What follows belongs to an exercise in optimizing a design on an open flow for small area, a short achievable clock period and few clock cycles; a production flow would make more cautious choices. Function was checked by simulation only, so behaviour that the tests miss may differ from the original.

// Cordic
module Cordic #(parameter DW=16, AW=4)(
	input                  clk, rst, en,
	output                 done,
	input  signed [DW-1:0] z,
	output signed [DW-1:0] x,y);
	reg signed [15:0] X, Y;
	reg        [15:0] Z;
	reg        [3:0]  hz, lz;    
	reg               px, ny;    
	reg               busy, done_r;
	wire        [15:0] AtanValue;
	AtanROM #(.DW(16)) UUT (.hi(hz), .lo(lz), .AtanValue(AtanValue));
	wire        last  = hz[3] & lz[1];           
	wire        step  = busy & ~last;
	always @ (posedge clk, posedge rst)
		if (rst) begin
			busy   <= 1'b0;
			done_r <= 1'b0;
		end else begin
			busy   <= busy ? ~last : en;
			done_r <= busy & last;
		end
	always @ (posedge clk) begin
		lz <= step ? {lz[2:0], lz[3]} : 4'b0001;
		hz <= step ? (lz[3] ? {hz[2:0], hz[3]} : hz) : 4'b0001;
	end
	function [14:0] shr(input [14:0] a, input [3:0] h1, input [3:0] l1);
		reg [14:0] s;
		begin
			s =   ({15{l1[0]}} & a)
			    | ({15{l1[1]}} & {{1{a[14]}}, a[14:1]})
			    | ({15{l1[2]}} & {{2{a[14]}}, a[14:2]})
  ...
export LEC_CHECK = 0
export ABC_AREA = 1
export CAP_MARGIN = 20
export CELL_PAD_IN_SITES_DETAIL_PLACEMENT = 0
export CELL_PAD_IN_SITES_GLOBAL_PLACEMENT = 0
export CORE_MARGIN = 2
export CORE_UTILIZATION = 60
export SETUP_SLACK_MARGIN = 5
export SLEW_MARGIN = 20
create_clock -name core_clock -period 8.0 [get_ports {clk}]
standard.sh (not shown) runs the stock make flow with config.mk's settings and CLKGATE_MAP_FILE= SYNTH_SCRIPT=/design/flow/synth_recipe.tcl, a recipe that flattens the netlist after the stock synthesis.
==> flow/flow/run.sh <==
#!/bin/bash
# The standard layout with two changes: adders are left to abc as plain
# gates (no full/half adder cells, ADDER_MAP_FILE empty), and the ports are
# buffered by the smallest buffer instead of the delay cell buffer_ports
# picks by default. Synthesis is otherwise the standard one (synth_recipe.tcl:
# no fsm or share pass, flattened, function nets renamed), so the registers
# and their names are the standard synthesis's. The whole output goes to
# flow.log here; each ORFS step also keeps its own log under orfs/logs/.
set -euo pipefail
export ADDER_MAP_FILE=
export BUFFER_PORTS_ARGS="-buffer_cell sky130_fd_sc_hd__buf_1"
bash standard.sh finish > flow.log 2>&1
Testbench counts at the start, summed over its fixed seeds: cycles 48,000.
Rerun with:
--- a/flow/config.mk
+++ b/flow/config.mk
@@ -9,6 +9,5 @@
 export CAP_MARGIN = 20
-export CELL_PAD_IN_SITES_DETAIL_PLACEMENT = 0
-export CELL_PAD_IN_SITES_GLOBAL_PLACEMENT = 0
 export CORE_MARGIN = 2
-export CORE_UTILIZATION = 60
+export CORE_UTILIZATION = 40
+export CTS_BUF_LIST = sky130_fd_sc_hd__clkbuf_8
 export SETUP_SLACK_MARGIN = 5
Area after synthesis does not change.
Core utilization drops by 22 points.
Final area climbs by 1.3%.
Count of clock-buffer cells in the layout drops by 1.
Clock skew hardly moves.
Die area climbs by 48%.
Rerun with:
--- a/flow/config.mk
+++ b/flow/config.mk
@@ -10,5 +10,5 @@
 export CORE_MARGIN = 2
-export CORE_UTILIZATION = 40
-export CTS_BUF_LIST = sky130_fd_sc_hd__clkbuf_8
+export CORE_UTILIZATION = 60
 export SETUP_SLACK_MARGIN = 5
 export SLEW_MARGIN = 20
+export TNS_END_PERCENT = 30
Effect: The changed run finished with timing, DRC and antenna clean; hold slack got worse by 0.026 ns; via count hardly moves; critical path depth came out higher by 7; die area falls by about 32%; core utilization is higher by 22 points; routed wire length came out lower by about 8%; first-iteration DRC count is higher by 16%; cell count goes down by about 4.3%; final area fell by about 1.2%.
Rerun with:
--- a/flow/config.mk
+++ b/flow/config.mk
@@ -10,5 +10,4 @@
 export CORE_MARGIN = 2
-export CORE_UTILIZATION = 60
+export CORE_UTILIZATION = 40
 export SETUP_SLACK_MARGIN = 5
 export SLEW_MARGIN = 20
-export TNS_END_PERCENT = 30
Result: Hold slack improves by 0.029 ns. Via count came out lower slightly. Non-clock buffer count came out higher by 2. Synthesized cell count is unchanged. Routed wire length came out higher by a little under a tenth.

-- separate check: timing with driven ports --
Ports are ideal in the flow. The routed layouts listed here were re-timed in OpenROAD.
Step 1, drivers: a clkbuf_16 drives clk and a buf_2 each remaining input, both assumed.
Step 2 also shifts input and output timing later by t, the mid clock arrival at the registers, as if the neighbouring blocks saw the same clock.
a / b / c = no drivers / after step 1 / after step 2; a / b = the first two.
run	shift t [ns]	slack for setup (ns)	worst hold slack (ns)	worst data-port slew with drivers (ns)	pins driven straight from the clock port
the first run	0.404	5.297 / 5.297 / 5.064	0.606 / 0.606 / 0.606	0.04	1
the second run	0.410	5.189 / 5.189 / 5.140	0.632 / 0.632 / 0.632	0.04	1
the third run	0.404	5.297 / 5.297 / 5.064	0.606 / 0.606 / 0.606	0.04	1
the fourth run	0.390	5.255 / 5.255 / 5.152	0.635 / 0.635 / 0.635	0.04	1
After both steps every run listed still meets setup and hold.
